This design comes from an exercise in tuning for small area and a short achievable clock period on the open sky130 flow, not from production work.
Where RTL was checked, it was by simulation tests only, not by an equivalence proof against the original.
Only the layout flow was run in runs 2 to 6; the RTL was not checked for function there.
Power is estimated from default activity; no workload was simulated.

[run.sh]
#!/bin/bash
# synth_recipe.tcl (not shown) runs the flow's synth.tcl, then flattens the netlist and writes it again
# the make line also repeats each setting of config.mk as NAME=value (left out here)
make -C /OpenROAD-flow-scripts/flow DESIGN_CONFIG=/design/flow/config.mk WORK_HOME=/design/flow/orfs CLKGATE_MAP_FILE= SYNTH_SCRIPT=/design/flow/synth_recipe.tcl finish
[design.v]
module FIFO_BUFFER( 
    input clock,             
    input reset_n,           
    input write_enable,      
    input read_enable,       
    input [7:0] data_in,     
    input [5:0] full_tresh,  
    output [7:0] data_out,   
    output empty,            
    output full              
 );
 wire rd_en_mem, wr_en_mem;
 wire [5:0] full_tresh_limited;
 reg [4:0] write_ptr_reg, read_ptr_reg;
 reg [5:0] fifo_counter;
 reg [7:0] memory [0:31];
always@(posedge clock) begin
    if(reset_n == 0)
        write_ptr_reg <= 0;
    else if (wr_en_mem == 1)
        write_ptr_reg <= write_ptr_reg + 1;
end
always@(posedge clock) begin
    if(reset_n == 0)
        read_ptr_reg <= 0;
    else if (rd_en_mem == 1)
        read_ptr_reg <= read_ptr_reg + 1;
end
always@(posedge clock) begin
    if(reset_n == 0)
        fifo_counter <= 0;
    else if (rd_en_mem && !wr_en_mem)
        fifo_counter <= fifo_counter - 1;
    else if (!rd_en_mem && wr_en_mem)
        fifo_counter <= fifo_counter + 1;	
    end
assign wr_en_mem = write_enable & ~full;
assign rd_en_mem = read_enable & ~empty;
assign full_tresh_limited = (full_tresh > 6'd32) ? 6'd32 : full_tresh;
assign full  = (fifo_counter >= full_tresh_limited);
assign empty = (fifo_counter == 0);
always@(posedge clock) begin
    if(wr_en_mem)
        memory[write_ptr_reg] <= data_in;
end
assign data_out = memory[read_ptr_reg];
endmodule
module TX_BAUD_GEN(
    input clock,
    input reset_n,
    input [1:0] baudrate_select,
    output reg tx_baud
    );
reg [6:0] counter;
always@(posedge clock) begin
    if(~reset_n)
        counter <= 0;
    else 
        counter <= counter + 1;
end    
always@(*) begin
    case(baudrate_select)
        2'b00: tx_baud = counter[3:0] == 4'b1111;
        2'b01: tx_baud = counter[4:0] == 5'b11111;
        2'b10: tx_baud = counter[5:0] == 6'b111111;
        2'b11: tx_baud = counter[6:0] == 7'b1111111;
        default: tx_baud = counter[0]; 
    endcase
end    
endmodule
module UART_TX(
    input clock,
    input reset_n,
    input tx_start,
    input tx_baud,
    input [7:0] data_in,
    output reg tx_done,
    output reg tx
    );
localparam IDLE = 2'b00;
localparam START = 2'b01;
localparam DATA = 2'b10;
localparam STOP = 2'b11;  
reg [1:0] state, state_next;
reg tx_next;
reg [8:0] buffer_in, buffer_in_next;
wire control;
reg [3:0] bit_counter, bit_counter_next;
assign control = ^data_in;
always@(posedge clock) begin
    if(~reset_n) begin
        state <= IDLE;
        tx <= 1'b1;
        buffer_in <= 0;
        bit_counter <= 0;
    end else begin
        state <= state_next;
        tx <= tx_next;
        buffer_in <= buffer_in_next;
        bit_counter <= bit_counter_next;
    end
end
always@(*) begin
    tx_next = tx;
    tx_done = 1'b0;
    buffer_in_next = buffer_in;
    case(state)
        IDLE:   begin
                    tx_next = 1'b1;
                    if(tx_start) begin  
                        buffer_in_next = {control, data_in};
                    end
                end
        START:  begin
                    tx_next = 1'b0;       
                end
        DATA:   begin
                    tx_next = buffer_in[0];
                    if(tx_baud) begin
                        buffer_in_next = buffer_in >> 1;     
                    end        
                end
        STOP:   begin
                    tx_next = 1'b1;
                    if(tx_baud) begin
                        tx_done = 1'b1;   
                    end        
                end
    endcase
end
always@(*) begin
    state_next = state;
    bit_counter_next = bit_counter;
    case(state)
        IDLE:   begin
                    if(tx_start & tx_baud) begin  
                        state_next = START;
                    end
                end
        START:  begin
                    if(tx_baud) begin
                        state_next = DATA;
                        bit_counter_next = 1'b0;        
                    end        
                end
        DATA:   begin
                    if(tx_baud) begin
                        if(bit_counter == 8)
                            state_next = STOP;
                        bit_counter_next = bit_counter + 1;        
                    end        
                end
        STOP:   begin
                    if(tx_baud) begin
                        state_next = IDLE;
                    end        
                end
    endcase
end
endmodule
module UART_TRANSMITTER(
    input clock_i,
    input reset_n_i,
    input [7:0] data_i,
    input data_write_i,
    input [5:0] data_buffer_full_tresh_i,
    input [1:0] baudrate_select_i,
    output data_buffer_full_o,
    output uart_tx_o
    );
wire read_from_fifo;
wire [7:0] data_from_fifo;
wire empty_status_fifo;
wire baud_tick;
FIFO_BUFFER fifo_buffer( 
    .clock(clock_i),            
    .reset_n(reset_n_i),         
    .write_enable(data_write_i),    
    .read_enable(read_from_fifo),     
    .data_in(data_i),   
    .full_tresh(data_buffer_full_tresh_i),
    .data_out(data_from_fifo),  
    .empty(empty_status_fifo),           
    .full(data_buffer_full_o)            
 ); 
TX_BAUD_GEN tx_baud_gen(
    .clock(clock_i),
    .reset_n(reset_n_i),
    .baudrate_select(baudrate_select_i),
    .tx_baud(baud_tick)
    ); 
UART_TX uart_tx(
    .clock(clock_i),
    .reset_n(reset_n_i),
    .tx_start(~empty_status_fifo),
    .tx_baud(baud_tick),
    .data_in(data_from_fifo),
    .tx_done(read_from_fifo),
    .tx(uart_tx_o)
    );      
endmodule
[config.mk]
export PLATFORM = sky130hd
export DESIGN_NAME = UART_TRANSMITTER
export DESIGN_NICKNAME = UART_TRANSMITTER
export VERILOG_FILES = /design/flow/design.v
export SDC_FILE = /design/flow/constraint.sdc
export NUM_CORES = 4
export LEC_CHECK = 0
export CAP_MARGIN = 20
export CORE_MARGIN = 2
export CORE_UTILIZATION = 40
export SLEW_MARGIN = 20
[constraint.sdc]
create_clock -name core_clock -period 4.6 [get_ports {clock_i}]
set_input_delay 0.9200 -clock core_clock [delete_from_list [all_inputs] [get_ports {clock_i}]]
set_output_delay 0.9200 -clock core_clock [all_outputs]
set_load 0.01 [all_outputs]
==> key figures, run 1 <==
Power
  – Power Density: 400.8 nW/um^2
  – VDD IR-drop max: 270.5 uV
  – Design Power: 0.005700 W
  – Switching Share: 21.17%
  – Part of the power in registers: 52.7%
  – P_sw: 0.001207 W
  – Static leakage: 4.586 nW
  – Share of total power in the clock network: 43.3%
  – Logic pwr share: 4.0%
  – Internal power: 0.004493 W

Global routing
  – Antenna violations before repair: 0
  – Largest net degree at the start of global routing: 47
  – Gr usage total: 15.82%
  – First-pass GRT wire length: 39.70 mm
  – Number of global-route vias before repair: 6,557
  – GRT Residual Overflow: 0

Timing
  – Final Cycle Share: 93.44%
  – Max Clk Rate: 0.2326 GHz
  – Worst-Margin Slew: 0.9772 ns
  – Final Skew: 0.02722 ns
  – Setup TNS: 0 ns
  – RSZ-0062 raised after global routing: no
  – Final min period: 4.298 ns
  – Hold Vio Cnt, Final: 0
  – Final Setup Violations: 0
  – Fin. max-slew vios: 0
  – Hold WS: 0.4374 ns
  – Max_slew headroom: 34.72%

Layout
  – Max reg flops: 256
  – Final Instance Area: 14,220 um^2
  – Largest regs: fifo_buffer.memory: 256 flops, uart_tx.buffer_in: 9 flops, tx_baud_gen.counter: 7 flops
  – Area Growth Syn to Fin: 14.59%
  – Share of layout cells above drive strength 1: 19.88%
  – Largest Register: fifo_buffer.memory
  – Final #Nets: 861
  – N_diodes: 0
  – Fin cells: 1,241

CTS
  – Max Root-Sink Buffers: 3
  – CTS sink count: 300
  – Inserted Clock Buffers: 31
  – Root buf cell: clkbuf_16
  – CTS tree: yes
  – CTS Hold Bufs: 0
  – H-tree depth: 1
  – Post-CTS setup buffers: 0
  – Clock-pin slew on the worst setup and hold paths: 0.06 ns
  – Clk Latency, worst-skew pair: 0.58 ns
  – PostCTS Resize Cnt: 0

Route
  – Routed wire length: 25.50 mm
  – Starting DRC count in detailed routing: 537
  – Vias/cell: 5.333
  – DR DRC count: 0
  – Routed Antenna Nets: 0
  – WL per Instance: 20.55 um
  – DRT Pass-1 Iters: 5
  – Total vias in the final route: 6,618

Place
  – Cell total after placement: 1,183
  – Count of buffers from port buffering: 20
  – DP HPWL: 15.65 mm
  – Post-DP Area: 13,230 um^2
  – Gp weighted congestion: 0.7826

Yosys
  – Mapped Area: 12,410 um^2
  – Mapped Avg Cell Area: 16.35 um^2
  – Sequential cell area fraction in the yosys report: 69.04%
  – Number of synthesized flops with an enable pin: 256
  – Net count after synthesis: 800
  – Yosys warning total: 3
  – Async set-reset flop share out of synthesis: 0%
  – Synth Flop Type: edfxtp_1
  – Yosys reg bits: 300
  – Netlist cell types: 49
  – Post-Syn Instances: 759

Critical path
  – Setup slack, reg-to-reg: 0.99 ns
  – CP Class: primary input to primary output
  – Crit path depth: 11
  – R2R Path End: fifo_buffer.fifo_counter[4]
  – Cells along the critical path: clkdlybuf4s50_1 > nor2b_1 > ha_1 > nand2b_1 > a21o_1 > a21o_1 > a21o_1 > a21o_1 > buf_4 > a21o_1 > clkdlybuf4s50_1
  – CP max stage delay: 0.48 ns
  – Arr. time, crit path: 3.38 ns
  – Slowest-stage cell, CP: clkdlybuf4s50_1
  – Crit Path Max Fanout: 3
  – Worst R2R Path Depth: 20
  – Worst Setup End Kind: primary output
  – CP top delay family: buffers and inverters
  – Critical path required time: 3.68 ns
  – Cell repeated most along the worst path: a21o_1
  – CP Launch Type: primary input
  – R2r startpoint: fifo_buffer.fifo_counter[0]
  – Buffers & Inverters on Critical Path: 3

Floorplan
  – Die width: 180.1 um
  – Number of I/O pins: 21
  – Initial Util: 40.57%
  – DIE AREA: 32,450 um^2
  – Row count: 64
  – Core Footprint: 30,590 um^2
  – Die Ht: 180.1 um

Run
  – Max Cap Viol: 0

Worst hold path
  – Min-delay src: tx_baud_gen.counter[0]
  – Hold Crit Depth: 1
  – Hold path endpoint: tx_baud_gen.counter[0]
  – HP Class: register to register

Status
  – Status: no timing/DRC/antenna violations
-- worst max-delay path by stage --
stage	from	end	slack (ns)
final	data_buffer_full_tresh_i[0]	data_buffer_full_o	0.30
after global routing	data_buffer_full_tresh_i[0]	data_buffer_full_o	0.16
after CTS	data_buffer_full_tresh_i[0]	data_buffer_full_o	0.30
after detailed placement	data_buffer_full_tresh_i[0]	fifo_buffer.fifo_counter[4]	0.004
after global placement	data_buffer_full_tresh_i[0]	fifo_buffer.fifo_counter[4]	0.05
after floorplan	data_buffer_full_tresh_i[0]	fifo_buffer.fifo_counter[4]	0.1
-- stage by stage --
stage / setup slack [ns] / util [%]
6_report: 0.3017 / 46.49
4_1_cts: 0.2995 / 46.52
2_1_floorplan: 0.09758 / -
5_1_grt: 0.1618 / 46.49
3_5_place_dp: 0.003805 / 43.24
3_3_place_gp: 0.05368 / 43.26
-- power by group through the flow --
stage / combinational [W] / sequential (W) / clock (W)
3_3_place_gp: 0.000227 / 0.00306 / 0
4_1_cts: 0.000232 / 0.00300 / 0.00252
5_1_grt: 0.000253 / 0.00301 / 0.00263
3_5_place_dp: 0.000231 / 0.00306 / 0
2_1_floorplan: 0.000125 / 0.00306 / 0
6_report: 0.000228 / 0.00300 / 0.00247
-- layer usage --
metal / GRT usage [%] / routed length [um]
met5: 0 / 0
met4: 3.871 / 628
met3: 2.243 / 1241
met2: 24.15 / 11550
met1: 24.04 / 12080
-- cell usage after synthesis, types with 14 or more instances --
master | instances | share of area (%)
mux2i_1 | 21 | 1.7
edfxtp_1 | 256 | 62
inv_1 | 15 | 0.45
xnor2_1 | 14 | 0.99
o21ai_0 | 21 | 0.85
ha_1 | 22 | 2.2
nor2_1 | 72 | 2.2
clkbuf_1 | 15 | 0.45
mux4_2 | 56 | 10
a21oi_1 | 22 | 0.89
a31oi_1 | 16 | 0.81
nand2_1 | 37 | 1.1
dfxtp_1 | 44 | 7.1
-- final cells by class --
type / count / area (um^2)
tap: 396 / 495.5
clock buffer: 40 / 809.5
clock inverter: 18 / 195.2
inverter: 16 / 60.06
fill: 2649 / 16370
sequential: 300 / 8576
timing repair buffer: 68 / 558.0
multi-input combinational: 403 / 3527
-- placed cells by master, fill, tap and decap left out, types with 5 or more instances in the layout --
master,count
edfxtp_1,256
nor2_1,72
mux4_2,56
buf_4,47
dfxtp_1,42
nand2_1,37
clkbuf_16,31
a21oi_1,22
ha_1,22
mux2i_1,21
o21ai_0,21
clkdlybuf4s50_1,17
a31oi_1,16
inv_1,15
xnor2_1,14
and3_1,11
and2_1,11
xor2_1,9
nand3b_1,9
clkbuf_1,9
a221oi_2,8
o21bai_1,8
a22oi_1,8
nand3_1,7
a21boi_0,7
a21o_1,6
nor2b_1,5
-- cell families after synthesis --
logic type | share of synthesized area [%]
DFF | 69.04
and+or+nand+nor | 6.382
AOI/OAI and AO/OA | 6.341
muxes | 11.86
buffers and inverters | 2.540
xor gates and xnor gates | 1.623
adders and majority gates | 2.218
==> run 2, diff against run 1 <==
==> design.v (replaced) <==
module UART_TRANSMITTER(
    input clock_i,
    input reset_n_i,
    input [7:0] data_i,
    input data_write_i,
    input [5:0] data_buffer_full_tresh_i,
    input [1:0] baudrate_select_i,
    output data_buffer_full_o,
    output uart_tx_o
    );
localparam PARITY = 4'd0;
localparam STOP   = 4'd1;
localparam IDLE   = 4'd2;
localparam START  = 4'd3;
reg [5:0] count;
reg [7:0] mem [0:31];      
reg [6:0] baud;
reg [3:0] state;
reg       parity;
reg       tx;
wire [5:0] th = data_buffer_full_tresh_i;
assign data_buffer_full_o = count[5] | (~th[5] & (count[4:0] >= th[4:0]));
wire wr = data_write_i & ~data_buffer_full_o;
reg tick;
always @(*) begin
    case (baudrate_select_i)
        2'b00: tick = &baud[3:0];
        2'b01: tick = &baud[4:0];
        2'b10: tick = &baud[5:0];
        default: tick = &baud[6:0];
    endcase
end
wire rd = tick & (state == STOP);
wire empty = (count == 6'd0);
integer i;
always @(posedge clock_i) begin
    if (wr) begin
        mem[1] <= data_i;
        for (i = 2; i < 32; i = i + 1)
            mem[i] <= mem[i-1];
        mem[0] <= mem[31];
    end
end
wire [255:0] flat;
genvar g;
generate for (g = 0; g < 32; g = g + 1) begin : fl
    assign flat[g*8 +: 8] = mem[g];
end endgenerate
wire [7:0] sel = {count[4:0], state[2:0]};
wire [127:0] l1; wire [63:0] l2; wire [31:0] l3; wire [15:0] l4;
wire [7:0] l5; wire [3:0] l6; wire [1:0] l7;
generate
for (g = 0; g < 128; g = g + 1) begin : m1 assign l1[g] = sel[0] ? flat[2*g+1] : flat[2*g]; end
for (g = 0; g < 64; g = g + 1) begin : m2 assign l2[g] = sel[1] ? l1[2*g+1] : l1[2*g]; end
for (g = 0; g < 32; g = g + 1) begin : m3 assign l3[g] = sel[2] ? l2[2*g+1] : l2[2*g]; end
for (g = 0; g < 16; g = g + 1) begin : m4 assign l4[g] = sel[3] ? l3[2*g+1] : l3[2*g]; end
for (g = 0; g < 8; g = g + 1) begin : m5 assign l5[g] = sel[4] ? l4[2*g+1] : l4[2*g]; end
for (g = 0; g < 4; g = g + 1) begin : m6 assign l6[g] = sel[5] ? l5[2*g+1] : l5[2*g]; end
for (g = 0; g < 2; g = g + 1) begin : m7 assign l7[g] = sel[6] ? l6[2*g+1] : l6[2*g]; end
endgenerate
wire bit_now = sel[7] ? l7[1] : l7[0];
always @(posedge clock_i) begin
    if (~reset_n_i) begin
        count <= 6'd0;
        baud <= 7'd0;
        state <= IDLE;
        tx <= 1'b1;
    end else begin
        count <= count + {{5{rd & ~wr}}, rd ^ wr};
        baud <= baud + 7'd1;
        if (tick & (state != IDLE | ~empty))
            state <= (state == START) ? 4'd8 : state + 4'd1;
        tx <= state[3] ? bit_now : (state == PARITY) ? parity : (state != START);
    end
end
always @(posedge clock_i) begin
    if (state == START)
        parity <= 1'b0;
    else if (tick & state[3])
        parity <= parity ^ bit_now;
end
assign uart_tx_o = tx;
endmodule
--- a/config.mk
+++ b/config.mk
@@ -7,5 +7,6 @@
 export LEC_CHECK = 0
 export CAP_MARGIN = 20
 export CORE_MARGIN = 2
-export CORE_UTILIZATION = 40
+export CORE_UTILIZATION = 60
+export SETUP_SLACK_MARGIN = 1.2
 export SLEW_MARGIN = 20
==> key figures, run 2 <==
Place
  – Count of buffers from port buffering: 20 (unchanged)
  – Gp weighted congestion: 0.8049 (+2.8%)
  – DP HPWL: 13.31 mm (-15%)

Global routing
  – Number of global-route vias before repair: 5,603 (-15%)
  – Gr usage total: 21.66% (+5.8 points)
  – First-pass GRT wire length: 32.41 mm (-18%)
  – Antenna violations before repair: 0 (unchanged)
  – Largest net degree at the start of global routing: 50 (+6.4%)
  – GRT Residual Overflow: 0 (unchanged)

Route
  – DRT Pass-1 Iters: 5 (unchanged)
  – DR DRC count: 0 (unchanged)
  – Routed wire length: 20.48 mm (-20%)
  – Total vias in the final route: 5,468 (-17%)
  – Vias/cell: 6.271 (+18%)
  – Starting DRC count in detailed routing: 422 (-21%)
  – Routed Antenna Nets: 0 (unchanged)
  – Met2 WL post-DR: 9.754 mm (-16%)
  – Met1 Wirelength: 8.815 mm (-27%)
  – WL per Instance: 23.48 um (+14%)
  – Routed wl met3: 1.509 mm (+22%)
  – Highest metal used: met4

Power
  – Switching Share: 20.81% (-0.36 points)
  – Part of the power in registers: 56.4% (+3.7 points)
  – P_sw: 0.001106 W (-8.3%)
  – Power Density: 422.9 nW/um^2 (+5.5%)
  – Logic pwr share: 4.8% (+0.8 points)
  – Share of total power in the clock network: 38.8% (-4.5 points)
  – Static leakage: 4.360 nW (-4.9%)
  – VDD IR-drop max: 344.5 uV (+27%)
  – Internal power: 0.004210 W (-6.3%)

Yosys
  – Sequential cell area fraction in the yosys report: 73.29% (+4.3 points)
  – Yosys reg bits: 275 (-8.3%)
  – Mapped Avg Cell Area: 19.14 um^2 (+17%)
  – Leading area contributor after synthesis: edfxtp_1
  – Most frequent cells after synthesis: edfxtp_1, mux4_2, nor2_1
  – Async set-reset flop share out of synthesis: 0% (unchanged)
  – Net count after synthesis: 612 (-24%)
  – Yosys warning total: 2 (-1)
  – Mapped Area: 11,010 um^2 (-11%)
  – Post-Syn Instances: 575 (-24%)
  – Number of synthesized flops with an enable pin: 256 (unchanged)
  – Synth area leaders: edfxtp_1, mux4_2, dfxtp_1
  – Netlist cell types: 53 (+8.2%)
  – Synth Flop Type: edfxtp_1
  – Synth top area share: 69.83% (+7.9 points)
  – Most frequent cell after synthesis: edfxtp_1

Layout
  – Storage cell area: 8078 um^2 (-5.8%)
  – Max reg flops: 256 (unchanged)
  – Fillers: 1,156 (-56%)
  – N_diodes: 0 (unchanged)
  – Final #Nets: 659 (-23%)
  – Share of layout cells above drive strength 1: 22.40% (+2.5 points)
  – Largest Register: mem
  – Most frequent cells in the layout: edfxtp_1, mux4_2, clkbuf_16
  – Area Growth Syn to Fin: 14.20%
  – Most common cell after layout, fill and taps aside: edfxtp_1
  – Multi-input logic area: 2801 um^2 (-21%)
  – Largest regs: mem: 256 flops, baud: 7 flops, count: 6 flops

CTS
  – Inserted Clock Buffers: 28 (-9.7%)
  – CTS sink count: 275 (-8.3%)
  – Max Root-Sink Buffers: 3 (unchanged)
  – Root buf cell: clkbuf_16
  – Clock-pin slew on the worst setup and hold paths: 0.06 ns (about the same)
  – Clk Latency, worst-skew pair: 0.54 ns (-0.04 ns)
  – CTS tree: yes
  – H-tree depth: 1 (unchanged)

Floorplan
  – Row count: 49 (-23%)
  – Die width: 139.5 um (-23%)
  – Die Ht: 139.5 um (-23%)
  – Initial Util: 61.28% (+21 points)
  – Number of I/O pins: 21 (unchanged)
  – Core Footprint: 17,960 um^2 (-41%)
  – DIE AREA: 19,450 um^2 (-40%)

Status
  – Status: no timing/DRC/antenna violations

Timing
  – Max Clk Rate: 0.3037 GHz (+31%)
  – Final Skew: 0.02088 ns (-0.006339 ns)
  – Final Setup Violations: 0 (unchanged)
  – Final min period: 3.292 ns (-1.006 ns)
  – Hold WS: 0.4433 ns (+0.005925 ns)
  – Hold Vio Cnt, Final: 0 (unchanged)
  – Max_slew headroom: 44.10% (+9.4 points)
  – Worst-Margin Slew: 0.8385 ns (-0.1387 ns)
  – Final Cycle Share: 71.57% (-22 points)
  – RSZ-0062 raised after global routing: no
  – Fin. max-slew vios: 0 (unchanged)
  – Setup TNS: 0 ns (unchanged)

Run
  – Max Cap Viol: 0 (unchanged)

Critical path
  – CP Class: primary input to register
  – Critical path required time: 5.01 ns (+1.33 ns)
  – Crit Path Max Fanout: 2 (-1)
  – Setup slack, reg-to-reg: 1.38 ns (+0.39 ns)
  – Arr. time, crit path: 3.70 ns (+0.32 ns)
  – Worst Setup End Kind: register
  – CP Launch Type: primary input

Worst hold path
  – HP Class: register to register
==> run 2: cell count changes after synthesis, sizes merged, moves of 11 or more <==
| cell | previous run | this run |
|---|---|---|
| o21ai | 21 | 5 |
| nor2 | 73 | 24 |
| nand2 | 37 | 13 |
| dfxtp | 44 | 19 |
| a31oi | 16 | 5 |
| a21oi | 22 | 9 |
==> run 2: logic make-up (layout without fill, tap and decap cells) <==
logic type | Yosys count | in the layout | share of synthesized area (%)
flip-flops | 275 | 275 | 73.29
adder cells (fa/ha/maj) | 18 | 18 | 2.114
AO/OA/AOI/OAI | 65 | 65 | 4.240
multiplexers | 82 | 82 | 14.03
AND/OR/NAND/NOR | 83 | 83 | 3.717
buffers and inverters | 43 | 111 | 1.898
XOR/XNOR | 9 | 9 | 0.7161
==> run 2: per-layer routing <==
metal / up-vias / track usage [%]
li1: 2443 / -
met1: 2793 / 32.25
met2: 199 / 33.77
met3: 33 / 4.714
met4: 0 / 4.891
met5: - / 0
==> run 2: final timing paths <==
kind	start	end	cells past startpoint
worst min register to register	mem[24][0]	mem[25][0]	0
worst min-delay path	mem[24][0]	mem[25][0]	0
worst max-delay path	data_buffer_full_tresh_i[1]	count[4]	19
worst max register to register	count[0]	count[4]	19
==> run 2: cell type report <==
cell class	count	area share [%]
inverters	16	0.4778
well taps	229	2.279
clock buffers	34	5.753
flip-flops and latches	275	64.26
clock inverters	17	0.9157
multi-input cells	257	22.29
repair buffers	44	4.031
==> run 2: critical path, cell delays in order <==
cell and delay, ns:
dlygate4sd2_1 0.19, inv_1 0.04, ha_1 0.28, a21o_1 0.16
a21o_1 0.16, a21o_1 0.16, a21oi_2 0.13, o21ba_4 0.17
buf_6 0.10, nand2_2 0.06, ha_4 0.26, inv_2 0.04
ha_4 0.15, fa_2 0.37, a21oi_2 0.12, nor2_1 0.05
nor2_1 0.12, xor2_1 0.16, nor2_1 0.05
==> run 2: repair_timing <==
item,in CTS,in global routing
pin swaps,10,11
resized for setup,14,7
setup buffers,2,2
endpoints found under the setup margin,3,3
hold buffers,0,0
==> run 2: power groups by stage <==
stage	logic (W)	clock network (W)	registers (W)
global placement	0.000244	0	0.00304
detailed placement	0.000250	0	0.00305
floorplan	0.000157	0	0.00302
CTS	0.000251	0.00211	0.00300
global route	0.000280	0.00221	0.00301
finish	0.000257	0.00206	0.00300
==> run 2: per-stage QoR <==
stage	utilization (%)	worst slack (ns)	instance area [um^2]	std cells	total power [W]
after global placement	64.92	0.5764	11660	817	0.003288
after floorplan	-	0.4278	11040	575	0.003173
after detailed placement	64.92	0.4958	11660	817	0.003300
after global routing	69.98	1.195	12570	872	0.005500
after CTS	69.78	1.206	12530	870	0.005363
final	69.98	1.308	12570	872	0.005316
==> run 3, diff against run 2 <==
--- a/config.mk
+++ b/config.mk
@@ -8,5 +8,5 @@
 export CAP_MARGIN = 20
 export CORE_MARGIN = 2
 export CORE_UTILIZATION = 60
-export SETUP_SLACK_MARGIN = 1.2
+export SETUP_SLACK_MARGIN = 2.0
 export SLEW_MARGIN = 20
==> key figures, run 3 <==
Status
  – Status: no timing/DRC/antenna violations

Critical path
  – Slowest-stage cell, CP: fa_2
  – Critical path required time: 5.00 ns (about the same)
  – Worst Setup End Kind: register
  – CP top delay family: adder cells
  – CP Launch Type: primary input
  – Arr. time, crit path: 3.60 ns (-0.10 ns)
  – Crit Path Max Fanout: 2 (unchanged)
  – Cells along the critical path: buf_6 > ha_4 > nand2b_4 > a21o_1 > a21o_1 > a21o_1 > a21oi_2 > o21ba_4 > buf_6 > nand2_4 > ha_4 > inv_2 > ha_4 > fa_2 > a21oi_2 > nor2_1 > nor2_1 > xor2_1 > nor2_1
  – Crit. Startpoint: data_buffer_full_tresh_i[0]
  – CP Class: primary input to register
  – Buffers & Inverters on Critical Path: 3 (-1)
  – CP max stage delay: 0.38 ns (about the same)
  – R2r startpoint: count[0]

Yosys
  – Synth top area share: 69.83% (unchanged)
  – Synth Flop Type: edfxtp_1
  – Synth Area in Simple Gates: 3.717% (unchanged)
  – Yosys reg bits: 275 (unchanged)
  – Post-Syn Instances: 575 (unchanged)
  – Leading area contributor after synthesis: edfxtp_1
  – Synth Area in Compound Gates: 4.240% (unchanged)
  – Xor and xnor area share after synthesis: 0.7161% (unchanged)
  – Yosys warning total: 2 (unchanged)
  – Net count after synthesis: 612 (unchanged)
  – Synth area leaders: edfxtp_1, mux4_2, dfxtp_1
  – Most frequent cells after synthesis: edfxtp_1, mux4_2, nor2_1
  – Netlist cell types: 53 (unchanged)
  – Post-synthesis adder-cell area fraction: 2.114% (unchanged)
  – Most frequent cell after synthesis: edfxtp_1
  – Async set-reset flop share out of synthesis: 0% (unchanged)
  – Largest family of logic cells by synthesized area: multiplexers
  – Sequential cell area fraction in the yosys report: 73.29% (unchanged)
  – Mapped Area: 11,010 um^2 (unchanged)
  – Number of synthesized flops with an enable pin: 256 (unchanged)
  – Post-synthesis mux area share: 14.03% (unchanged)
  – Mapped Avg Cell Area: 19.14 um^2 (unchanged)

Layout
  – Largest Register: mem
  – Largest regs: mem: 256 flops, baud: 7 flops, count: 6 flops
  – Max reg flops: 256 (unchanged)
  – N_diodes: 0 (unchanged)
  – Area Growth Syn to Fin: 18.46%
  – Share of layout cells above drive strength 1: 27.82% (+5.4 points)
  – Most frequent cells in the layout: edfxtp_1, mux4_2, clkbuf_16
  – Most common cell after layout, fill and taps aside: edfxtp_1
  – Final #Nets: 680 (+3.2%)

CTS
  – CTS sink count: 275 (unchanged)
  – Root buf cell: clkbuf_16
  – Clock-pin slew on the worst setup and hold paths: 0.06 ns (about the same)
  – Max Root-Sink Buffers: 3 (unchanged)
  – CTS tree: yes
  – CTS Hold Bufs: 0 (unchanged)
  – Clk Latency, worst-skew pair: 0.53 ns (about the same)
  – Inserted Clock Buffers: 28 (unchanged)
  – H-tree depth: 1 (unchanged)

Route
  – Routed wire length: 21.04 mm (+2.7%)
  – Routed Antenna Nets: 0 (unchanged)
  – Total vias in the final route: 5,602 (+2.5%)
  – DR DRC count: 0 (unchanged)
  – Starting DRC count in detailed routing: 645 (+53%)
  – Vias/cell: 6.266 (about the same)
  – DRT Pass-1 Iters: 5 (unchanged)
  – WL per Instance: 23.53 um (+0.19%)

Power
  – Switching Share: 20.09% (-0.72 points)
  – Static leakage: 4.567 nW (+4.7%)
  – VDD IR-drop max: 408.2 uV (+19%)
  – Part of the power in registers: 53.0% (-3.4 points)
  – Logic pwr share: 4.6% (-0.2 points)
  – Internal power: 0.004516 W (+7.3%)
  – Share of total power in the clock network: 42.4% (+3.6 points)
  – Power Density: 433.4 nW/um^2 (+2.5%)
  – P_sw: 0.001135 W (+2.6%)

Floorplan
  – Core Footprint: 17,960 um^2 (unchanged)
  – Row count: 49 (unchanged)
  – Die width: 139.5 um (unchanged)
  – Number of I/O pins: 21 (unchanged)
  – Die Ht: 139.5 um (unchanged)
  – DIE AREA: 19,450 um^2 (unchanged)
  – Initial Util: 61.28% (unchanged)

Timing
  – Final Cycle Share: 69.50% (-2.1 points)
  – Max Clk Rate: 0.3128 GHz (+3.0%)
  – Hold Vio Cnt, Final: 0 (unchanged)
  – Final Setup Violations: 0 (unchanged)
  – Worst setup margin: 1.403 ns (+0.09527 ns)
  – Final Skew: 0.008039 ns (-0.01284 ns)
  – Final min period: 3.197 ns (-0.09527 ns)
  – Setup TNS: 0 ns (unchanged)
  – Max_slew headroom: 62.23% (+18 points)
  – RSZ-0062 raised after global routing: yes
  – Worst-Margin Slew: 0.5666 ns (-0.2719 ns)
  – Fin. max-slew vios: 0 (unchanged)

Global routing
  – GRT Residual Overflow: 0 (unchanged)
  – Number of global-route vias before repair: 5,707 (+1.9%)
  – Gr usage total: 21.81% (+0.15 points)
  – Antenna violations before repair: 0 (unchanged)
  – Largest net degree at the start of global routing: 54 (+8.0%)
  – First-pass GRT wire length: 32.50 mm (+0.28%)

Place
  – Gp weighted congestion: 0.7885 (-2.0%)
  – Place WS: 0.4696 ns (-0.02619 ns)
  – DP HPWL: 12.78 mm (-4.0%)
  – Count of buffers from port buffering: 20 (unchanged)

Worst hold path
  – HP Class: register to register
  – Min-delay src: mem[29][7]

Run
  – Max Cap Viol: 0 (unchanged)
-- run 3: logic make-up after synthesis --
family	after synthesis
flip-flops	275
AO/OA/AOI/OAI	65
adder cells (fa/ha/maj)	18
XOR/XNOR	9
multiplexers	82
AND/OR/NAND/NOR	83
buffers and inverters	43
-- run 3: path summary, 6_finish.rpt --
kind | end | slack (ns) | depth (start not counted)
worst max-delay path | count[4] | 1.40 | 19
worst min-delay path | mem[30][7] | 0.44 | 0
worst max register to register | count[4] | 1.48 | 19
worst min register to register | mem[30][7] | 0.44 | 0
-- run 3: per-layer routing --
metal	global-route usage, %	up-vias	routed length, um
met5	0	-	0
met4	5.476	0	426
met3	5.265	38	1526
met2	34.11	210	10170
met1	31.79	2864	8913
li1	-	2490	-
-- run 3: power by group through the flow --
| stage | logic (W) | registers [W] | clock network [W] |
|---|---|---|---|
| after global placement | 0.000240 | 0.00304 | 0 |
| final | 0.000260 | 0.00299 | 0.00240 |
| after floorplan | 0.000157 | 0.00302 | 0 |
| after global routing | 0.000279 | 0.00301 | 0.00254 |
| after CTS | 0.000251 | 0.00300 | 0.00244 |
| after detailed placement | 0.000243 | 0.00304 | 0 |
-- run 3: layout make-up --
cell class	instances	area, um^2
sequential	275	8080
fill	1092	4923
multi-input combinational	257	2894
clock buffer	30	729.5
timing repair buffer	65	726.9
tap	229	286.5
clock inverter	22	262.8
inverter	16	60.06
-- run 3: through the flow --
| stage | total power (W) | utilization, % | hold slack (ns) | cells | cell area, um^2 |
|---|---|---|---|---|---|
| finish | 0.005651 | 72.59 | 0.4404 | 894 | 13040 |
| CTS | 0.005683 | 71.46 | 0.4403 | 882 | 12840 |
| global route | 0.005830 | 72.59 | 0.4465 | 894 | 13040 |
| global placement | 0.003279 | 64.60 | 0.4237 | 816 | 11600 |
| detailed placement | 0.003288 | 64.60 | 0.4270 | 816 | 11600 |
| floorplan | 0.003173 | - | 0.4132 | 575 | 11060 |
-- run 3: timing repair --
action,4_1_cts,5_1_grt
buffers inserted,14,11
endpoints found under the setup margin,265,266
resized for setup,37,19
pin swaps,17,26
gates cloned,0,1
-- run 3: worst register-to-register path, delay by kind of cell (launching register included) --
| family | cells | cell delay, ns |
|---|---|---|
| and+or+nand+nor | 5 | 0.40 |
| xor gates and xnor gates | 1 | 0.14 |
| AOI/OAI and AO/OA | 6 | 0.90 |
| buffers and inverters | 3 | 0.18 |
| DFF | 1 | 0.34 |
| adders and majority gates | 4 | 1.02 |
==> run 4, diff against run 3 <==
--- a/design.v
+++ b/design.v
@@ -19,7 +19,15 @@
 reg       parity;
 reg       tx;
 wire [5:0] th = data_buffer_full_tresh_i;
-assign data_buffer_full_o = count[5] | (~th[5] & (count[4:0] >= th[4:0]));
+wire [4:0] c = count[4:0];
+wire [4:0] t = th[4:0];
+wire [4:0] e = c ~^ t;
+wire lt = (~c[4] & t[4])
+        | (e[4] & ~c[3] & t[3])
+        | (e[4] & e[3] & ~c[2] & t[2])
+        | (e[4] & e[3] & e[2] & ~c[1] & t[1])
+        | (e[4] & e[3] & e[2] & e[1] & ~c[0] & t[0]);
+assign data_buffer_full_o = count[5] | (~th[5] & ~lt);
 wire wr = data_write_i & ~data_buffer_full_o;
 reg tick;
 always @(*) begin
@@ -32,6 +40,27 @@
 end
 wire rd = tick & (state == STOP);
 wire empty = (count == 6'd0);
+wire [5:0] count_up, count_down;
+wire [6:0] baud_up;
+genvar k;
+generate
+for (k = 0; k < 6; k = k + 1) begin : cud
+    if (k == 0) begin : b0
+        assign count_up[k] = ~count[k];
+        assign count_down[k] = ~count[k];
+    end else begin : bk
+        assign count_up[k] = count[k] ^ (&count[k-1:0]);
+        assign count_down[k] = count[k] ^ ~(|count[k-1:0]);
+    end
+end
+for (k = 0; k < 7; k = k + 1) begin : bu
+    if (k == 0) begin : b0
+        assign baud_up[k] = ~baud[k];
+    end else begin : bk
+        assign baud_up[k] = baud[k] ^ (&baud[k-1:0]);
+    end
+end
+endgenerate
 integer i;
 always @(posedge clock_i) begin
     if (wr) begin
@@ -66,8 +95,11 @@
         state <= IDLE;
         tx <= 1'b1;
     end else begin
-        count <= count + {{5{rd & ~wr}}, rd ^ wr};
-        baud <= baud + 7'd1;
+        if (wr & ~rd)
+            count <= count_up;
+        else if (rd & ~wr)
+            count <= count_down;
+        baud <= baud_up;
         if (tick & (state != IDLE | ~empty))
             state <= (state == START) ? 4'd8 : state + 4'd1;
         tx <= state[3] ? bit_now : (state == PARITY) ? parity : (state != START);
==> key figures, run 4 <==
Route
  – Routed wire length: 25.05 mm (+19%)
  – DRT Pass-1 Iters: 6 (+1)
  – Starting DRC count in detailed routing: 684 (+6.0%)
  – Vias/cell: 6.441 (+2.8%)
  – WL per Instance: 27.05 um (+15%)
  – DR DRC count: 0 (unchanged)
  – Routed Antenna Nets: 0 (unchanged)
  – Total vias in the final route: 5,964 (+6.5%)

Global routing
  – Largest net degree at the start of global routing: 61 (+13%)
  – First-pass GRT wire length: 34.88 mm (+7.3%)
  – Antenna violations before repair: 0 (unchanged)
  – Gr usage total: 23.80% (+2.0 points)
  – GRT Residual Overflow: 0 (unchanged)
  – Number of global-route vias before repair: 5,682 (-0.44%)

Yosys
  – Post-synthesis adder-cell area fraction: 1.279% (-0.84 points)
  – Synth Area in Simple Gates: 3.881% (+0.16 points)
  – Largest family of logic cells by synthesized area: multiplexers
  – Number of synthesized flops with an enable pin: 256 (unchanged)
  – Net count after synthesis: 603 (-1.5%)
  – Post-synthesis mux area share: 14.80% (+0.78 points)
  – Sequential cell area fraction in the yosys report: 72.32% (-0.97 points)
  – Mapped Area: 11,160 um^2 (+1.3%)
  – Yosys warning total: 2 (unchanged)
  – Most frequent cell after synthesis: edfxtp_1
  – Mapped Avg Cell Area: 19.40 um^2 (+1.3%)
  – Xor and xnor area share after synthesis: 0.4711% (-0.25 points)
  – Post-Syn Instances: 575 (unchanged)
  – Yosys reg bits: 275 (unchanged)
  – Async set-reset flop share out of synthesis: 0% (unchanged)
  – Synth area leaders: edfxtp_1, mux4_2, mux4_1
  – Synth Flop Type: edfxtp_1
  – Netlist cell types: 53 (unchanged)
  – Synth top area share: 68.91% (-0.92 points)
  – Synth Area in Compound Gates: 4.105% (-0.13 points)
  – Leading area contributor after synthesis: edfxtp_1
  – Most frequent cells after synthesis: edfxtp_1, mux4_2, mux2i_1

Layout
  – Share of layout cells above drive strength 1: 28.12% (+0.30 points)
  – Final Instance Area: 13,760 um^2 (+5.6%)
  – Largest regs: mem: 256 flops, baud: 7 flops, count: 6 flops
  – Max reg flops: 256 (unchanged)
  – Area Growth Syn to Fin: 23.39%
  – N_diodes: 0 (unchanged)
  – Most common cell after layout, fill and taps aside: edfxtp_1
  – Final #Nets: 705 (+3.7%)
  – Largest Register: mem
  – Most frequent cells in the layout: edfxtp_1, clkbuf_16, mux4_2
  – Fin cells: 926 (+3.6%)

Timing
  – Max_slew headroom: 57.51% (-4.7 points)
  – Final Skew: 0.01023 ns (+0.002195 ns)
  – RSZ-0062 raised after global routing: yes
  – Final min period: 3.405 ns (+0.2081 ns)
  – Final Setup Violations: 0 (unchanged)
  – Worst setup margin: 1.195 ns (-0.2081 ns)
  – Max Clk Rate: 0.2937 GHz (-6.1%)
  – Final Cycle Share: 74.02% (+4.5 points)
  – Hold Vio Cnt, Final: 0 (unchanged)
  – Setup TNS: 0 ns (unchanged)
  – Fin. max-slew vios: 0 (unchanged)
  – Worst-Margin Slew: 0.6360 ns (+0.06945 ns)

CTS
  – Inserted Clock Buffers: 27 (-3.6%)
  – CTS sink count: 275 (unchanged)
  – Clock-pin slew on the worst setup and hold paths: 0.06 ns (about the same)
  – Root buf cell: clkbuf_16
  – CTS Hold Bufs: 0 (unchanged)
  – Clk Latency, worst-skew pair: 0.52 ns (about the same)
  – Max Root-Sink Buffers: 3 (unchanged)
  – CTS tree: yes
  – H-tree depth: 1 (unchanged)

Place
  – Gp weighted congestion: 0.8949 (+13%)
  – Place WS: 0.3040 ns (-0.1656 ns)
  – DP HPWL: 13.27 mm (+3.8%)
  – Cell total after placement: 804 (-1.5%)
  – Post-DP Area: 11,430 um^2 (-1.5%)
  – Count of buffers from port buffering: 20 (unchanged)

Power
  – Power Density: 501.4 nW/um^2 (+16%)
  – Static leakage: 4.792 nW (+4.9%)
  – Design Power: 0.006902 W (+22%)
  – VDD IR-drop max: 380.5 uV (-6.8%)

Critical path
  – Worst Setup End Kind: primary output
  – Arr. time, crit path: 2.49 ns (-1.11 ns)
  – Crit Path Max Fanout: 2 (unchanged)
  – CP Launch Type: primary input
  – Critical path required time: 3.68 ns (-1.32 ns)
  – CP Class: primary input to primary output
  – Slowest-stage cell, CP: maj3_2
  – CP top delay family: adder cells
  – Cells along the critical path: buf_6 > nor2b_4 > maj3_2 > maj3_2 > maj3_2 > a211o_1 > nand2_2 > buf_6
  – Buffers & Inverters on Critical Path: 2 (-1)
  – Cell repeated most along the worst path: maj3_2
  – CP max stage delay: 0.31 ns (-0.07 ns)

Floorplan
  – Row count: 49 (unchanged)
  – Die width: 140.4 um (+0.65%)
  – Initial Util: 61.68% (+0.40 points)
  – Core Footprint: 18,090 um^2 (+0.68%)
  – DIE AREA: 19,700 um^2 (+1.3%)
  – Die Ht: 140.4 um (+0.65%)
  – Number of I/O pins: 21 (unchanged)

Status
  – Status: no timing/DRC/antenna violations

Run
  – Max Cap Viol: 0 (unchanged)

Worst hold path
  – HP Class: register to register
==> run 4: path summary, 6_finish.rpt <==
kind	slack, ns	to	cells past startpoint	start
worst max register to register	1.58	count[5]	13	count[0]
worst max-delay path	1.19	data_buffer_full_o	8	data_buffer_full_tresh_i[0]
worst min-delay path	0.44	mem[26][0]	0	mem[25][0]
worst min register to register	0.44	mem[26][0]	0	mem[25][0]
==> run 4: repair_timing <==
action	CTS	global route
setup endpoints to repair	265	254
setup buffers	16	15
pin swaps	9	6
gates resized for setup	56	42
gates cloned	8	34
hold endpoints to repair	0	0
==> run 4: power breakdown <==
group          switching, W  leakage [nW]  total (W)  internal, W
clock network      0.000888         0.433    0.00216      0.00127
registers          0.000251          2.62    0.00358      0.00333
logic              0.000532          1.74    0.00116     0.000628
==> run 4: final cells by class <==
| class | count | area [um^2] |
|---|---|---|
| fillers | 978 | 4322 |
| flip-flops and latches | 275 | 8088 |
| inverters | 11 | 48.80 |
| multi-input cells | 261 | 2801 |
| clock buffers | 34 | 721.9 |
| clock inverters | 15 | 145.1 |
| repair buffers | 101 | 1673 |
| well taps | 229 | 286.5 |
==> run 4: worst reg2reg max path, stage by stage, from the launching register on <==
cell and delay, ns:
dfxtp_4 0.48, nor2b_4 0.06, maj3_2 0.31, maj3_2 0.30
maj3_2 0.31, a211o_1 0.28, nand2_2 0.08, buf_4 0.11
buf_6 0.09, nor2_4 0.05, ha_4 0.22, mux2_4 0.31
and3_1 0.18, o21a_1 0.16
==> run 4: kinds of logic (layout without fill, tap and decap cells) <==
group / Yosys count / after routing
DFF: 275 / 275
muxes: 89 / 89
and+or+nand+nor: 85 / 86
AOI/OAI and AO/OA: 68 / 68
buffers and inverters: 40 / 161
adders and majority gates: 12 / 12
xor gates and xnor gates: 6 / 6
==> run 4: per-stage QoR <==
step / utilization, % / hold slack [ns]
CTS: 70.81 / 0.4422
finish: 76.11 / 0.4424
detailed placement: 63.22 / 0.4289
floorplan: - / 0.3984
global route: 76.11 / 0.4526
global placement: 63.22 / 0.4084
==> run 4: layer usage <==
layer	global-route usage, %	wire (um)
met1	36.33	10480
met5	0	0
met2	36.38	11980
met4	4.891	338
met3	5.128	2244
==> run 5, diff against run 4 <==
--- a/config.mk
+++ b/config.mk
@@ -5,6 +5,7 @@
 export SDC_FILE = /design/flow/constraint.sdc
 export NUM_CORES = 4
 export LEC_CHECK = 0
+export ABC_AREA = 1
 export CAP_MARGIN = 20
 export CORE_MARGIN = 2
 export CORE_UTILIZATION = 60
==> key figures, run 5 <==
Layout
  – Area Growth Syn to Fin: 11.45%
  – Most common cell after layout, fill and taps aside: nand2_1
  – Fillers: 1,395 (+43%)
  – N_diodes: 0 (unchanged)
  – Share of layout cells above drive strength 1: 7.225% (-21 points)
  – Largest Register: mem
  – Multi-input logic area: 2898 um^2 (+3.4%)
  – Max reg flops: 256 (unchanged)
  – Final #Nets: 1,043 (+48%)
  – Final Util: 68.03% (-8.1 points)
  – Most frequent cells in the layout: nand2_1, edfxtp_1, nand3_1
  – Largest regs: mem: 256 flops, baud: 7 flops, count: 6 flops
  – Storage cell area: 8082 um^2 (about the same)

Yosys
  – Most frequent cells after synthesis: nand2_1, edfxtp_1, nand3_1
  – Netlist cell types: 29 (-45%)
  – Async set-reset flop share out of synthesis: 0% (unchanged)
  – Sequential cell area fraction in the yosys report: 70.66% (-1.7 points)
  – Net count after synthesis: 1,034 (+71%)
  – Mapped Area: 11,420 um^2 (+2.4%)
  – Number of synthesized flops with an enable pin: 256 (unchanged)
  – Synth Area in Simple Gates: 20.96% (+17 points)
  – Yosys warning total: 2 (unchanged)
  – Mapped Avg Cell Area: 11.35 um^2 (-41%)
  – Leading area contributor after synthesis: edfxtp_1
  – Synth top area share: 67.32% (-1.6 points)
  – Xor and xnor area share after synthesis: 0.2301% (-0.24 points)
  – Yosys reg bits: 275 (unchanged)
  – Synth Area in Compound Gates: 2.827% (-1.3 points)
  – Synth area leaders: edfxtp_1, nand2_1, nand3_1
  – Post-synthesis mux area share: 0% (-15 points)
  – Largest family of logic cells by synthesized area: simple AND/OR/NAND/NOR gates
  – Post-synthesis adder-cell area fraction: 0.9862% (-0.29 points)
  – Post-Syn Instances: 1,006 (+75%)
  – Most frequent cell after synthesis: nand2_1
  – Synth Flop Type: edfxtp_1

Timing
  – Worst-Margin Slew: 0.8913 ns (+0.2552 ns)
  – Final Skew: 0.009079 ns (-0.001155 ns)
  – Final Cycle Share: 63.05% (-11 points)
  – Max Clk Rate: 0.3448 GHz (+17%)
  – Setup TNS: 0 ns (unchanged)
  – Hold Vio Cnt, Final: 0 (unchanged)
  – Fin. max-slew vios: 0 (unchanged)
  – RSZ-0062 raised after global routing: yes
  – Final min period: 2.901 ns (-0.5046 ns)
  – Max_slew headroom: 40.36% (-17 points)
  – Final Setup Violations: 0 (unchanged)

Floorplan
  – Row count: 50 (+2.0%)
  – Die width: 142.0 um (+1.1%)
  – Die Ht: 142.0 um (+1.1%)
  – Number of I/O pins: 21 (unchanged)
  – Initial Util: 61.04% (-0.64 points)
  – Core Footprint: 18,710 um^2 (+3.4%)
  – DIE AREA: 20,150 um^2 (+2.3%)

CTS
  – CTS sink count: 275 (unchanged)
  – CTS Hold Bufs: 0 (unchanged)
  – Inserted Clock Buffers: 29 (+7.4%)
  – Root buf cell: clkbuf_16
  – Max Root-Sink Buffers: 3 (unchanged)
  – H-tree depth: 1 (unchanged)
  – CTS tree: yes
  – Clk Latency, worst-skew pair: 0.54 ns (+0.02 ns)
  – Clock-pin slew on the worst setup and hold paths: 0.06 ns (about the same)

Power
  – VDD IR-drop max: 365.0 uV (-4.1%)
  – Share of total power in the clock network: 35.7% (+4.4 points)
  – Switching Share: 25.58% (+1.4 points)
  – Internal power: 0.004819 W (-7.9%)
  – Power Density: 508.8 nW/um^2 (+1.5%)
  – Part of the power in registers: 52.4% (+0.5 points)
  – Static leakage: 4.853 nW (+1.3%)
  – Logic pwr share: 11.9% (-4.9 points)
  – P_sw: 0.001656 W (-0.89%)

Global routing
  – Number of global-route vias before repair: 7,020 (+24%)
  – First-pass GRT wire length: 36.94 mm (+5.9%)
  – GRT Residual Overflow: 0 (unchanged)
  – Largest net degree at the start of global routing: 153 (+150%)
  – Gr usage total: 23.23% (-0.57 points)
  – Antenna violations before repair: 0 (unchanged)

Place
  – Count of buffers from port buffering: 20 (unchanged)
  – DP HPWL: 12.77 mm (-3.7%)
  – Gp weighted congestion: 0.8408 (-6.0%)

Route
  – Total vias in the final route: 7,353 (+23%)
  – DR DRC count: 0 (unchanged)
  – WL per Instance: 18.35 um (-32%)
  – DRT Pass-1 Iters: 5 (-1)
  – Starting DRC count in detailed routing: 565 (-17%)
  – Vias/cell: 5.781 (-10%)
  – Routed wire length: 23.34 mm (-6.8%)
  – Routed Antenna Nets: 0 (unchanged)

Status
  – Status: no timing/DRC/antenna violations

Run
  – Max Cap Viol: 0 (unchanged)

Critical path
  – CP Launch Type: primary input
  – Critical path required time: 3.68 ns (about the same)
  – Arr. time, crit path: 1.98 ns (-0.51 ns)
  – CP Class: primary input to primary output
  – Crit Path Max Fanout: 2 (unchanged)
  – Worst Setup End Kind: primary output

Worst hold path
  – HP Class: register to register
[run 5: cells by family after synthesis]
| group | Yosys count |
|---|---|
| and+or+nand+nor | 571 |
| adders and majority gates | 9 |
| AOI/OAI and AO/OA | 58 |
| DFF | 275 |
| buffers and inverters | 90 |
| xor gates and xnor gates | 3 |
[run 5: power groups by stage]
| stage | clock network, W | registers [W] | logic, W |
|---|---|---|---|
| 2_1_floorplan | 0 | 0.00339 | 0.000573 |
| 3_3_place_gp | 0 | 0.00342 | 0.000735 |
| 3_5_place_dp | 0 | 0.00343 | 0.000754 |
| 4_1_cts | 0.00235 | 0.00339 | 0.000761 |
| 5_1_grt | 0.00245 | 0.00343 | 0.000868 |
| 6_report | 0.00231 | 0.00339 | 0.000770 |
[run 5: per-layer routing]
metal	part of all wire (%)	global-route usage [%]	up-vias
met4	2.5	6.947	0
met3	5.9	3.634	39
met1	42	32.37	3558
met2	49	38.43	243
li1	-	-	3513
met5	0	0	-
[run 5: final cells by class]
cell class | count | share of cell area (%)
flip-flops and latches | 275 | 63.50
multi-input cells | 641 | 22.77
clock buffers | 36 | 5.909
repair buffers | 31 | 2.704
well taps | 234 | 2.301
clock inverters | 18 | 1.524
inverters | 37 | 1.288
[run 5: path summary, 6_finish.rpt]
path	to	startpoint	cells after the start	slack, ns
max reg2reg	mem[16][0]	count[4]	6	2.16
min	baud[0]	baud[0]	1	0.42
min reg2reg	baud[0]	baud[0]	1	0.42
max	data_buffer_full_o	data_buffer_full_tresh_i[1]	8	1.70
[run 5: timing repair]
action                                  in CTS  in global routing
setup buffers                                2                  1
resized for setup                           28                  5
cloned                                       0                  1
pin swaps                                    6                  2
endpoints found under the setup margin     160                  8
[run 5: worst max-delay path, stage by stage]
cell	delay, ns
buf_6	0.09
o211ai_1	0.15
nand2_1	0.08
o21ai_1	0.08
nand3_1	0.10
o211a_1	0.15
o31ai_4	0.23
buf_2	0.18
[run 5: metrics by stage]
| stage | total power [W] | instance area [um^2] | hold slack, ns | std cells | worst slack [ns] |
|---|---|---|---|---|---|
| 6_report | 0.006475 | 12730 | 0.4236 | 1272 | 1.699 |
| 4_1_cts | 0.006503 | 12660 | 0.4255 | 1270 | 1.604 |
| 3_5_place_dp | 0.004188 | 11690 | 0.4172 | 1214 | 0.9146 |
| 5_1_grt | 0.006749 | 12730 | 0.4397 | 1272 | 1.644 |
| 2_1_floorplan | 0.003958 | 11460 | 0.3992 | 1006 | -1.805 |
| 3_3_place_gp | 0.004156 | 11690 | 0.4083 | 1214 | 0.9763 |
==> run 6, diff against run 5 <==
--- a/design.v
+++ b/design.v
@@ -18,16 +18,11 @@
 reg [3:0] state;
 reg       parity;
 reg       tx;
-wire [5:0] th = data_buffer_full_tresh_i;
-wire [4:0] c = count[4:0];
-wire [4:0] t = th[4:0];
-wire [4:0] e = c ~^ t;
-wire lt = (~c[4] & t[4])
-        | (e[4] & ~c[3] & t[3])
-        | (e[4] & e[3] & ~c[2] & t[2])
-        | (e[4] & e[3] & e[2] & ~c[1] & t[1])
-        | (e[4] & e[3] & e[2] & e[1] & ~c[0] & t[0]);
-assign data_buffer_full_o = count[5] | (~th[5] & ~lt);
+FULL_FLAG full_flag(
+    .count(count),
+    .th(data_buffer_full_tresh_i),
+    .full(data_buffer_full_o)
+    );
 wire wr = data_write_i & ~data_buffer_full_o;
 reg tick;
 always @(*) begin
@@ -76,18 +71,22 @@
     assign flat[g*8 +: 8] = mem[g];
 end endgenerate
 wire [7:0] sel = {count[4:0], state[2:0]};
-wire [127:0] l1; wire [63:0] l2; wire [31:0] l3; wire [15:0] l4;
-wire [7:0] l5; wire [3:0] l6; wire [1:0] l7;
+wire [63:0] l1;
+wire [15:0] l2;
+wire [3:0] l3;
+wire bit_now;
 generate
-for (g = 0; g < 128; g = g + 1) begin : m1 assign l1[g] = sel[0] ? flat[2*g+1] : flat[2*g]; end
-for (g = 0; g < 64; g = g + 1) begin : m2 assign l2[g] = sel[1] ? l1[2*g+1] : l1[2*g]; end
-for (g = 0; g < 32; g = g + 1) begin : m3 assign l3[g] = sel[2] ? l2[2*g+1] : l2[2*g]; end
-for (g = 0; g < 16; g = g + 1) begin : m4 assign l4[g] = sel[3] ? l3[2*g+1] : l3[2*g]; end
-for (g = 0; g < 8; g = g + 1) begin : m5 assign l5[g] = sel[4] ? l4[2*g+1] : l4[2*g]; end
-for (g = 0; g < 4; g = g + 1) begin : m6 assign l6[g] = sel[5] ? l5[2*g+1] : l5[2*g]; end
-for (g = 0; g < 2; g = g + 1) begin : m7 assign l7[g] = sel[6] ? l6[2*g+1] : l6[2*g]; end
+for (g = 0; g < 64; g = g + 1) begin : m1
+    MUX4 m(.d(flat[4*g +: 4]), .s(sel[1:0]), .y(l1[g]));
+end
+for (g = 0; g < 16; g = g + 1) begin : m2
+    MUX4 m(.d(l1[4*g +: 4]), .s(sel[3:2]), .y(l2[g]));
+end
+for (g = 0; g < 4; g = g + 1) begin : m3
+    MUX4 m(.d(l2[4*g +: 4]), .s(sel[5:4]), .y(l3[g]));
+end
 endgenerate
-wire bit_now = sel[7] ? l7[1] : l7[0];
+MUX4 m4(.d(l3), .s(sel[7:6]), .y(bit_now));
 always @(posedge clock_i) begin
     if (~reset_n_i) begin
         count <= 6'd0;
@@ -113,3 +112,26 @@
 end
 assign uart_tx_o = tx;
 endmodule
+module MUX4(
+    input [3:0] d,
+    input [1:0] s,
+    output y
+    );
+assign y = d[s];
+endmodule
+module FULL_FLAG(
+    input [5:0] count,
+    input [5:0] th,
+    output full
+    );
+wire [4:0] c = count[4:0];
+wire [4:0] t = th[4:0];
+wire [4:0] g = t & ~c;           
+wire [4:0] e = ~(t ^ c);         
+wire gt = g[4]
+        | (e[4] & g[3])
+        | (e[4] & e[3] & g[2])
+        | (e[4] & e[3] & e[2] & g[1])
+        | (e[4] & e[3] & e[2] & e[1] & g[0]);
+assign full = count[5] | (~th[5] & ~gt);
+endmodule
--- a/config.mk
+++ b/config.mk
@@ -5,9 +5,10 @@
 export SDC_FILE = /design/flow/constraint.sdc
 export NUM_CORES = 4
 export LEC_CHECK = 0
-export ABC_AREA = 1
 export CAP_MARGIN = 20
 export CORE_MARGIN = 2
 export CORE_UTILIZATION = 60
 export SETUP_SLACK_MARGIN = 2.0
 export SLEW_MARGIN = 20
+export SYNTH_HIERARCHICAL = 1
+export TNS_END_PERCENT = 20
==> key figures, run 6 <==
Status
  – Status: no timing/DRC/antenna violations

Critical path
  – Worst Setup End Kind: register
  – CP Class: register to register
  – Critical path required time: 5.00 ns (+1.32 ns)
  – Worst R2R Path Depth: 10 (+4)
  – CP Launch Type: register
  – Arr. time, crit path: 3.66 ns (+1.68 ns)
  – Crit Path Max Fanout: 7 (+5)
  – Setup slack, reg-to-reg: 1.34 ns (-0.82 ns)

Timing
  – Final Setup Violations: 0 (unchanged)
  – Max Clk Rate: 0.3071 GHz (-11%)
  – Hold Vio Cnt, Final: 0 (unchanged)
  – Max_slew headroom: 58.33% (+18 points)
  – Fin. max-slew vios: 0 (unchanged)
  – Setup TNS: 0 ns (unchanged)
  – Final min period: 3.256 ns (+0.3558 ns)
  – Final Cycle Share: 70.79% (+7.7 points)
  – Hold WS: 0.4414 ns (+0.01783 ns)
  – Final Skew: 0.006714 ns (-0.002365 ns)
  – RSZ-0062 raised after global routing: yes
  – Worst-Margin Slew: 0.6232 ns (-0.2681 ns)
  – Worst setup margin: 1.344 ns (-0.3558 ns)

Layout
  – Largest regs: mem: 256 flops, baud: 7 flops, count: 6 flops
  – Fin cells: 792 (-38%)
  – Area Growth Syn to Fin: 19.60%
  – Most frequent cells in the layout: edfxtp_1, mux4_2, clkbuf_16
  – Share of layout cells above drive strength 1: 34.92% (+28 points)
  – Max reg flops: 256 (unchanged)
  – Most common cell after layout, fill and taps aside: edfxtp_1
  – Largest Register: mem
  – N_diodes: 0 (unchanged)
  – Final #Nets: 577 (-45%)

Yosys
  – Mapped Avg Cell Area: 23.02 um^2 (+100%)
  – Async set-reset flop share out of synthesis: 0% (unchanged)
  – Synth top area share: 71.51% (+4.2 points)
  – Net count after synthesis: 498 (-52%)
  – Mapped Area: 10,750 um^2 (-5.9%)
  – Yosys reg bits: 275 (unchanged)
  – Most frequent cells after synthesis: edfxtp_1, mux4_2, dfxtp_1
  – Synth area leaders: edfxtp_1, mux4_2, dfxtp_1
  – Yosys warning total: 8 (+6)
  – Leading area contributor after synthesis: edfxtp_1
  – Synth Flop Type: edfxtp_1
  – Sequential cell area fraction in the yosys report: 75.05% (+4.4 points)
  – Number of synthesized flops with an enable pin: 256 (unchanged)
  – Post-Syn Instances: 467 (-54%)
  – Netlist cell types: 38 (+31%)
  – Most frequent cell after synthesis: edfxtp_1

CTS
  – Clock-pin slew on the worst setup and hold paths: 0.06 ns (about the same)
  – Inserted Clock Buffers: 27 (-6.9%)
  – CTS tree: yes
  – H-tree depth: 1 (unchanged)
  – Clk Latency, worst-skew pair: 0.52 ns (-0.02 ns)
  – CTS sink count: 275 (unchanged)
  – Root buf cell: clkbuf_16
  – Max Root-Sink Buffers: 3 (unchanged)

Power
  – Power Density: 531.4 nW/um^2 (+4.4%)
  – VDD IR-drop max: 412.6 uV (+13%)
  – Static leakage: 4.323 nW (-11%)

Floorplan
  – Row count: 48 (-4.0%)
  – Die width: 137.9 um (-2.9%)
  – Initial Util: 61.72% (+0.68 points)
  – Die Ht: 137.9 um (-2.9%)
  – Number of I/O pins: 21 (unchanged)
  – Core Footprint: 17,420 um^2 (-6.9%)
  – DIE AREA: 19,000 um^2 (-5.7%)

Global routing
  – Number of global-route vias before repair: 4,984 (-29%)
  – Largest net degree at the start of global routing: 75 (-51%)
  – First-pass GRT wire length: 28.42 mm (-23%)
  – Gr usage total: 20.19% (-3.0 points)
  – GRT Residual Overflow: 0 (unchanged)
  – Antenna violations before repair: 0 (unchanged)

Run
  – Max Cap Viol: 0 (unchanged)

Route
  – Total vias in the final route: 4,935 (-33%)
  – Routed Antenna Nets: 0 (unchanged)
  – WL per Instance: 23.15 um (+26%)
  – DR DRC count: 0 (unchanged)
  – DRT Pass-1 Iters: 7 (+2)
  – Vias/cell: 6.231 (+7.8%)
  – Starting DRC count in detailed routing: 461 (-18%)
  – Routed wire length: 18.33 mm (-21%)

Worst hold path
  – Hold Crit Depth: 0 (-1)
  – HP Class: register to register

Place
  – Count of buffers from port buffering: 20 (unchanged)
  – DP HPWL: 9.905 mm (-22%)
  – Place WS: 0.8029 ns (-0.1117 ns)
  – Gp weighted congestion: 0.7817 (-7.0%)
  – Cell total after placement: 716 (-41%)
run 6: changes by cell type in the layout (fill, tap and decap cells not counted), sizes merged, moves of 4 or more:
cell,previous run,this run
a21oi,28,4
and2,0,10
buf,13,33
inv,37,12
mux2i,0,4
mux4,0,85
nand2,342,5
nand3,192,6
nor2,33,5
o21ai,20,4
xor2,1,6
run 6: where the power goes:
group	switching [W]	leakage (nW)	total (W)	internal, W
Combinational	0.000418	1.24	0.000814	0.000396
Sequential	0.000243	2.62	0.00365	0.00341
Clock	0.000896	0.473	0.00236	0.00147
run 6: cell type report:
| cell class | instances | area [um^2] |
|---|---|---|
| sequential | 275 | 8090 |
| fill | 1010 | 4559 |
| multi-input combinational | 176 | 2745 |
| timing repair buffer | 55 | 728.2 |
| clock buffer | 29 | 683.2 |
| clock inverter | 21 | 287.8 |
| tap | 225 | 281.5 |
| inverter | 11 | 41.29 |
run 6: cell families (layout without fill, tap and decap cells):
| kind of cell | Yosys count | count (layout) | synth area share, % |
|---|---|---|---|
| AO/OA/AOI/OAI | 20 | 20 | 1.350 |
| XOR/XNOR | 8 | 8 | 0.6518 |
| adder cells (fa/ha/maj) | 12 | 12 | 1.397 |
| buffers and inverters | 16 | 116 | 0.6284 |
| flip-flops | 275 | 275 | 75.05 |
| multiplexers | 90 | 90 | 18.28 |
| AND/OR/NAND/NOR | 46 | 46 | 2.642 |
run 6: worst paths after layout:
| kind | startpoint | to |
|---|---|---|
| setup / recovery | state[0] | parity |
| hold / removal | mem[18][0] | mem[19][0] |
| setup reg to reg | state[0] | parity |
| hold reg to reg | mem[18][0] | mem[19][0] |
run 6: worst max-delay path, stage by stage (launching register included):
cell	delay [ns]
dfxtp_4	0.44
buf_6	0.13
buf_12	0.10
buf_16	0.13
mux4_2	0.51
mux4_2	0.49
mux4_2	0.51
mux4_2	0.52
nand3_2	0.10
mux2_4	0.14
o211ai_1	0.07
run 6: per-stage QoR:
stage,cell area [um^2],total power [W],utilization (%)
floorplan,10820,0.004180,-
global placement,11380,0.004402,65.37
detailed placement,11380,0.004433,65.37
CTS,12800,0.006864,73.48
global route,12860,0.007110,73.82
finish,12860,0.006833,73.82
run 6: Yosys stat by module, one instance, submodules excluded:
| module | flip-flops and latches | cells |
|---|---|---|
| UART_TRANSMITTER | 275 | 366 |
| FULL_FLAG | 0 | 16 |
| MUX4 | 0 | 1 |
run 6: per-layer routing:
metal  GRT usage (%)  wire length, um  vias to the layer above
met2           31.02             8916                      161
met1           31.16             8029                     2586
li1                -                -                     2163
met4           4.365              297                        0
met3           3.838             1088                       25
met5               0                0                        -
run 6: repair_timing:
item                       CTS  global route
setup endpoints to repair  253           178
buffers inserted            18             3
resized for setup           47            17
pin swaps                   12             7
hold buffers                 0             0
gates cloned                 4             1

[afterwards: timing with drivers on the ports]
No port has a modelled driver above. Below, the same layouts with a new extraction and two added sets of constraints. Step 1 assumes that a clkbuf_16 drives the clock port and a buf_2 every other input. Step 2 moves the port delays by t, midway between the first and last clock arrival at a register: inputs arrive t later, outputs are due t later. That takes back most of the time a late clock gives input paths. Slacks: no drivers / after step 1 / after step 2; pairs: no drivers / after step 1.
| run | t (ns) | slack for setup (ns) | slew at the worst register clock pin (ns) | worst slew at a driven data input, ns |
|---|---|---|---|---|
| run 1 | 0.615 | 0.302 / 0.273 / -0.013 | 0.07 / 0.07 | 0.03 |
| run 2 | 0.572 | 1.308 / 1.292 / 0.751 | 0.06 / 0.06 | 0.04 |
| run 3 | 0.568 | 1.403 / 1.414 / 0.846 | 0.06 / 0.06 | 0.04 |
| run 4 | 0.565 | 1.195 / 1.157 / 0.963 | 0.06 / 0.06 | 0.05 |
| run 5 | 0.585 | 1.699 / 1.667 / 1.573 | 0.06 / 0.06 | 0.04 |
| run 6 | 0.560 | 1.344 / 1.344 / 1.344 | 0.07 / 0.07 | 0.04 |
With both steps, setup timing fails in run 1, where it was met with ideal ports.
